This is an optimization exercise on Yosys and OpenROAD, whose aim is small area, a short achievable clock period and few clock cycles per item, not a production implementation. Only simulation tests tie the RTL to the original design; equivalence was not proved. Power figures rest on the tool's default switching activity, not on a simulated workload.

== rev 12 ==
==> flow/design.v <==
module SHA256 (
    input wire start, rst, clk, data_valid,
    input wire [7:0] in,
    output wire [255:0] result,
    output wire done
);
    localparam [255:0] H0 = { 32'h6a09e667, 32'hbb67ae85, 32'h3c6ef372, 32'ha54ff53a,
                              32'h510e527f, 32'h9b05688c, 32'h1f83d9ab, 32'h5be0cd19 };
    localparam [2047:0] KT = {
        32'hc67178f2, 32'hbef9a3f7, 32'ha4506ceb, 32'h90befffa,
        32'h8cc70208, 32'h84c87814, 32'h78a5636f, 32'h748f82ee,
        32'h682e6ff3, 32'h5b9cca4f, 32'h4ed8aa4a, 32'h391c0cb3,
        32'h34b0bcb5, 32'h2748774c, 32'h1e376c08, 32'h19a4c116,
        32'h106aa070, 32'hf40e3585, 32'hd6990624, 32'hd192e819,
        32'hc76c51a3, 32'hc24b8b70, 32'ha81a664b, 32'ha2bfe8a1,
        32'h92722c85, 32'h81c2c92e, 32'h766a0abb, 32'h650a7354,
        32'h53380d13, 32'h4d2c6dfc, 32'h2e1b2138, 32'h27b70a85,
        32'h14292967, 32'h06ca6351, 32'hd5a79147, 32'hc6e00bf3,
        32'hbf597fc7, 32'hb00327c8, 32'ha831c66d, 32'h983e5152,
        32'h76f988da, 32'h5cb0a9dc, 32'h4a7484aa, 32'h2de92c6f,
        32'h240ca1cc, 32'h0fc19dc6, 32'hefbe4786, 32'he49b69c1,
        32'hc19bf174, 32'h9bdc06a7, 32'h80deb1fe, 32'h72be5d74,
        32'h550c7dc3, 32'h243185be, 32'h12835b01, 32'hd807aa98,
        32'hab1c5ed5, 32'h923f82a4, 32'h59f111f1, 32'h3956c25b,
        32'he9b5dba5, 32'hb5c0fbcf, 32'h71374491, 32'h428a2f98
    };
    function [31:0] bsig0(input [31:0] x);
        bsig0 = {x[1:0], x[31:2]} ^ {x[12:0], x[31:13]} ^ {x[21:0], x[31:22]};
    endfunction
    function [31:0] bsig1(input [31:0] x);
        bsig1 = {x[5:0], x[31:6]} ^ {x[10:0], x[31:11]} ^ {x[24:0], x[31:25]};
    endfunction
    function [31:0] ssig0(input [31:0] x);
        ssig0 = {x[6:0], x[31:7]} ^ {x[17:0], x[31:18]} ^ {3'b000, x[31:3]};
    endfunction
    function [31:0] ssig1(input [31:0] x);
        ssig1 = {x[16:0], x[31:17]} ^ {x[18:0], x[31:19]} ^ {10'b0, x[31:10]};
    endfunction
    function [63:0] csa(input [31:0] x, input [31:0] y, input [31:0] z);
        csa = { ((x & y) | (z & (x | y))) << 1, x ^ y ^ z };
    endfunction
    reg        run;       
    reg        rx;        
    reg  [6:0] cnt;       
    reg  [6:0] len;       
    reg        blk;       
    reg  [5:0] t1;        
    reg [13:0] tsel;      
    reg        s1stop;    
    reg        lastf;     
    reg        v2, v3;    
    reg        cons;      
    reg  [5:0] k2, k3;    
    reg        finp;      
    reg        done_r;
    reg        go_d;      
    wire idle    = ~run;
    wire go      = idle & start;
    wire ended   = ~rx;
    wire two     = rx | (len >= 7'd56);
    wire s1_ok   = ~s1stop | (finp & ~lastf);
    wire avail   = t1[5] | t1[4] | blk | ended | (cnt[6:2] > {1'b0, t1[3:0]});
    wire s1go    = run & ~go_d & s1_ok & avail;
    always @(posedge clk) begin
        if (rst) begin
            run <= 1'b0; rx <= 1'b0; go_d <= 1'b0; v2 <= 1'b0; v3 <= 1'b0; cons <= 1'b0;
            finp <= 1'b0; done_r <= 1'b0;
        end else begin
            go_d   <= go;
            v2     <= s1go;
            v3     <= v2;
            cons   <= v2 & s1go;
            finp   <= v3 & (k3 == 6'd63);
            done_r <= finp & lastf;
            if (go) begin
                run <= 1'b1; rx <= 1'b1;
            end else begin
                if (done_r) run <= 1'b0;
                if (~data_valid) rx <= 1'b0;
            end
        end
    end
    always @(posedge clk) begin
        k2 <= t1;
        k3 <= k2;
        if (go_d) begin
            cnt <= 7'd1; len <= 7'd0; blk <= 1'b0; t1 <= 6'd0; s1stop <= 1'b0;
        end else begin
            if (rx) begin
                cnt <= cnt + 7'd1;
                len <= cnt;
            end
            if (s1go & (t1 == 6'd63)) s1stop <= 1'b1;
            else if (finp & ~lastf) s1stop <= 1'b0;
            if (s1go) begin
                t1 <= t1 + 6'd1;
                tsel <= {tsel[12:0], 1'b0};
                if (t1 == 6'd63) begin
                    lastf <= blk | ~two;
                    if (~blk & two) begin
                        blk <= 1'b1;
                        tsel <= 14'd1;
                    end
                end
            end
        end
    end
    reg [7:0] dl [0:50];
    integer i;
    always @(posedge clk) begin
        dl[0] <= in;
        for (i = 1; i <= 50; i = i + 1) dl[i] <= dl[i-1];
    end
    reg [7:0] r0, r1, r2, r3;
    integer j;
    always @(*) begin
        if (blk) begin
            r0 = 8'd0; r1 = 8'd0; r2 = 8'd0; r3 = 8'd0;
            for (j = 0; j < 14; j = j + 1) begin
                r0 = r0 | ({8{tsel[j]}} & dl[50-3*j]);
                r1 = r1 | ({8{tsel[j]}} & dl[49-3*j]);
                r2 = r2 | ({8{tsel[j]}} & dl[48-3*j]);
                r3 = r3 | ({8{tsel[j]}} & dl[47-3*j]);
            end
        end else begin
            r0 = ~ended ? dl[3] : (len[1:0] == 2'd1) ? dl[1] : (len[1:0] == 2'd2) ? dl[2] : dl[3];
            r1 = (ended & (len[1:0] == 2'd2)) ? dl[1] : dl[2];
            r2 = dl[1];
            r3 = dl[0];
        end
    end
    wire [6:0] pos0 = {blk, t1[3:0], 2'd0};
    function [7:0] padb(input [7:0] d, input [6:0] pos, input [6:0] n, input e);
        padb = (~e | pos < n) ? d : (pos == n) ? 8'h80 : 8'h00;
    endfunction
    wire [31:0] mword = (t1[3:0] == 4'd15 && (blk | ~two)) ? {22'd0, len, 3'd0} :
                        { padb(r0, pos0, len, ended), padb(r1, pos0 | 7'd1, len, ended),
                          padb(r2, pos0 | 7'd2, len, ended), padb(r3, pos0 | 7'd3, len, ended) };
    reg [31:0] w [0:15];
    reg  [31:0] wy;
    wire [63:0] wy1 = csa(w[10], ssig0(w[2]), w[1]);
    always @(posedge clk) wy <= wy1[31:0] + wy1[63:32];
    wire [31:0] wsched = ssig1(w[14]) + wy;
    wire [31:0] wnew = (t1[5] | t1[4]) ? wsched : mword;
    always @(posedge clk) begin
        if (s1go) begin
            for (i = 0; i < 15; i = i + 1) w[i] <= w[i+1];
            w[15] <= wnew;
        end
    end
    reg [31:0] a, b, c, d, e, f, g, h;
    reg [31:0] P;
    reg [31:0] ha [0:3];
    reg [31:0] he [0:3];
    wire [31:0] hsel = cons ? g : h;
    wire [63:0] pk = csa(hsel, KT[{k2, 5'd0} +: 32], w[15]);
    always @(posedge clk) P <= pk[31:0] + pk[63:32];
    wire [31:0] ch  = (e & f) ^ (~e & g);
    wire [31:0] mj  = (a & b) | (c & (a | b));
    wire [31:0] s1e = bsig1(e);
    wire [63:0] a1  = csa(P, ch, mj);
    wire [63:0] a2  = csa(a1[31:0], a1[63:32], s1e);
    wire [63:0] a3  = csa(a2[31:0], a2[63:32], bsig0(a));
    wire [31:0] an  = a3[31:0] + a3[63:32];
    wire [63:0] e1  = csa(P, ch, d);
    wire [63:0] e2  = csa(e1[31:0], e1[63:32], s1e);
    wire [31:0] en  = e2[31:0] + e2[63:32];
    wire hstep = (v3 & (k3[5:2] == 4'd15) & (k3[1:0] != 2'd0)) | finp;
    wire [31:0] suma = a + ha[3];
    wire [31:0] sume = e + he[3];
    always @(posedge clk) begin
        if (go_d) begin
            {ha[0], ha[1], ha[2], ha[3], he[0], he[1], he[2], he[3]} <= H0;
        end else if (hstep) begin
            ha[0] <= suma; ha[1] <= ha[0]; ha[2] <= ha[1]; ha[3] <= ha[2];
            he[0] <= sume; he[1] <= he[0]; he[2] <= he[1]; he[3] <= he[2];
        end
    end
    always @(posedge clk) begin
        if (v3) begin
            a <= an; b <= a; c <= b; d <= c;
            e <= en; f <= e; g <= f; h <= g;
        end else if (go_d) begin
            {a, b, c, d, e, f, g, h} <= H0;
        end else if (finp) begin
            a <= suma; b <= ha[0]; c <= ha[1]; d <= ha[2];
            e <= sume; f <= he[0]; g <= he[1]; h <= he[2];
        end
    end
    assign result = {ha[0], ha[1], ha[2], ha[3], he[0], he[1], he[2], he[3]};
    assign done = done_r;
endmodule
export LEC_CHECK = 0
export ABC_AREA = 1
export CAP_MARGIN = 20
export CORE_MARGIN = 2
export CORE_UTILIZATION = 60
export CTS_CLUSTER_DIAMETER = 50
export CTS_CLUSTER_SIZE = 20
export SETUP_SLACK_MARGIN = 5
export SLEW_MARGIN = 20
create_clock -name core_clock -period 11.0 [get_ports {clk}]
standard.sh (not shown) runs the stock make flow with config.mk's settings and CLKGATE_MAP_FILE= SYNTH_SCRIPT=/design/flow/synth_recipe.tcl, a recipe that flattens the netlist after the stock synthesis.
==> flow/flow/run.sh <==
#!/bin/bash
# The standard layout (the standard.sh, ORFS synthesis to finish) with two
# changes to how it is made:
#  - ADDER_MAP_FILE is emptied, so synthesis does not extract full/half adder
#    cells and ABC maps the adder logic with the rest (the registers are the
#    same as the standard synthesis's);
set -euo pipefail
bash standard.sh ADDER_MAP_FILE= SETUP_SLACK_MARGIN=7 finish > orfs_flow.log 2>&1
Testbench counts of rev 12, summed over its fixed seeds: cycles 46,059, messages 320.
diff inputs: rev 12 => rev 13
-- flow/design.v --
<<< rev 12, line 59
    wire ended   = ~rx;
    wire two     = rx | (len >= 7'd56);
    wire s1_ok   = ~s1stop | (finp & ~lastf);
    wire avail   = t1[5] | t1[4] | blk | ended | (cnt[6:2] > {1'b0, t1[3:0]});
    wire s1go    = run & ~go_d & s1_ok & avail;
>>> rev 13, line 59
    wire ended   = ~rx;
    wire two     = rx | (len >= 7'd56);
    wire s3last  = v3 & (k3 == 6'd63);         
    wire s1_ok   = ~s1stop | (s3last & ~lastf);
    wire avail   = t1[5] | t1[4] | blk | ended | (cnt[6:2] > {1'b0, t1[3:0]});
    wire s1go    = run & ~go_d & s1_ok & avail;
<<< rev 12, line 71
            v3     <= v2;
            cons   <= v2 & s1go;
            finp   <= v3 & (k3 == 6'd63);
            done_r <= finp & lastf;
            if (go) begin
>>> rev 13, line 72
            v3     <= v2;
            cons   <= v2 & s1go;
            finp   <= s3last;
            done_r <= finp & lastf;
            if (go) begin
<<< rev 12, line 92
            end
            if (s1go & (t1 == 6'd63)) s1stop <= 1'b1;
            else if (finp & ~lastf) s1stop <= 1'b0;
            if (s1go) begin
                t1 <= t1 + 6'd1;
>>> rev 13, line 93
            end
            if (s1go & (t1 == 6'd63)) s1stop <= 1'b1;
            else if (s3last & ~lastf) s1stop <= 1'b0;
            if (s1go) begin
                t1 <= t1 + 6'd1;
<<< rev 12, line 106
        end
    end
    reg [7:0] dl [0:50];
    integer i;
    always @(posedge clk) begin
        dl[0] <= in;
        for (i = 1; i <= 50; i = i + 1) dl[i] <= dl[i-1];
    end
    reg [7:0] r0, r1, r2, r3;
>>> rev 13, line 107
        end
    end
    reg [7:0] dl [0:49];
    integer i;
    always @(posedge clk) begin
        dl[0] <= in;
        for (i = 1; i <= 49; i = i + 1) dl[i] <= dl[i-1];
    end
    reg [7:0] r0, r1, r2, r3;
<<< rev 12, line 118
            r0 = 8'd0; r1 = 8'd0; r2 = 8'd0; r3 = 8'd0;
            for (j = 0; j < 14; j = j + 1) begin
                r0 = r0 | ({8{tsel[j]}} & dl[50-3*j]);
                r1 = r1 | ({8{tsel[j]}} & dl[49-3*j]);
                r2 = r2 | ({8{tsel[j]}} & dl[48-3*j]);
                r3 = r3 | ({8{tsel[j]}} & dl[47-3*j]);
            end
        end else begin
>>> rev 13, line 119
            r0 = 8'd0; r1 = 8'd0; r2 = 8'd0; r3 = 8'd0;
            for (j = 0; j < 14; j = j + 1) begin
                r0 = r0 | ({8{tsel[j]}} & dl[49-3*j]);
                r1 = r1 | ({8{tsel[j]}} & dl[48-3*j]);
                r2 = r2 | ({8{tsel[j]}} & dl[47-3*j]);
                r3 = r3 | ({8{tsel[j]}} & dl[46-3*j]);
            end
        end else begin
<<< rev 12, line 153
    reg [31:0] ha [0:3];
    reg [31:0] he [0:3];
    wire [31:0] hsel = cons ? g : h;
    wire [63:0] pk = csa(hsel, KT[{k2, 5'd0} +: 32], w[15]);
    always @(posedge clk) P <= pk[31:0] + pk[63:32];
>>> rev 13, line 154
    reg [31:0] ha [0:3];
    reg [31:0] he [0:3];
    wire [31:0] hsel = cons ? g : finp ? he[2] : h;
    wire [63:0] pk = csa(hsel, KT[{k2, 5'd0} +: 32], w[15]);
    always @(posedge clk) P <= pk[31:0] + pk[63:32];
<<< rev 12, line 178
    end
    always @(posedge clk) begin
        if (v3) begin
            a <= an; b <= a; c <= b; d <= c;
            e <= en; f <= e; g <= f; h <= g;
        end else if (go_d) begin
            {a, b, c, d, e, f, g, h} <= H0;
        end else if (finp) begin
            a <= suma; b <= ha[0]; c <= ha[1]; d <= ha[2];
>>> rev 13, line 179
    end
    always @(posedge clk) begin
        if (go_d) begin
            {a, b, c, d, e, f, g, h} <= H0;
        end else if (v3) begin
            a <= an; b <= a; c <= b; d <= c;
            e <= en; f <= e; g <= f; h <= g;
        end else if (finp) begin
            a <= suma; b <= ha[0]; c <= ha[1]; d <= ha[2];
- Changes observed in rev 13 relative to rev 12: sequential portion of the cell area decreased 2.6 points, area taken by multi-input logic gates increased 5.2%, non-clock buffer count decreased 21%, count of cell instances traversed by the critical path decreased 17.
- Of rev 12 and rev 13, the run reporting the lower area growth from synthesis to final layout was rev 13.
- As far as total of max-cap violations is concerned, rev 12 and rev 13 perform about the same.
- Looking at cell type of the slowest stage on the worst timing path, the sky130_fd_sc_hd__clkdlybuf4s50_1 result is from rev 13; the sky130_fd_sc_hd__xor2_1 one comes from rev 12.
- Rev 13: net switching component of the power is 5.3 mW higher than what rev 12 reported.
- Number of tap cells inserted: rev 12 vs rev 13, no meaningful difference
- Rev 13: power consumption higher than rev 12
- In the flow results for rev 12 and rev 13, the number of inserted filler cells in the final layout is smaller on rev 12.
- Rev 13 ends up with a part of the total power dissipated in combinational logic that is 11 points higher than in rev 12.
- Area occupied by registers ended up about 7% lower on rev 13 than on rev 12.
- Taking rev 12 over rev 13, the DRC marker count from the first detailed-route iteration ratio works out to 1.3.
- On final standard cell count with taps included and fillers excluded, the higher figure sits with rev 13, not rev 12.
Testbench counts of rev 13, summed over its fixed seeds: cycles 45,877, messages 320.

-- what the ideal ports hide --
The results above use ideal ports. As a check the final layouts listed here were re-extracted and re-timed, cells and wires unchanged.
Step 1: set_driving_cell puts a clkbuf_16 on clk and a buf_2 on each other input, an assumption about the parent block.
Step 2 moves the port delays by t, midway between the first and last clock arrival at a register: inputs arrive t later, outputs are due t later. That takes back most of the time a late clock gives input paths.
Three values: ideal ports, drivers, drivers and shift; two values: the first two.
run	t, ns	setup WS [ns]	worst hold slack (ns)	worst slew at a driven data input, ns	cell pins on the clock port's net
rev 12	0.865	6.868 / 6.868 / 6.868	0.331 / 0.331 / 0.331	0.05	1
rev 13	0.877	7.015 / 6.926 / 7.112	0.310 / 0.310 / 0.310	0.07	1
After both steps setup and hold are still met in every run listed.
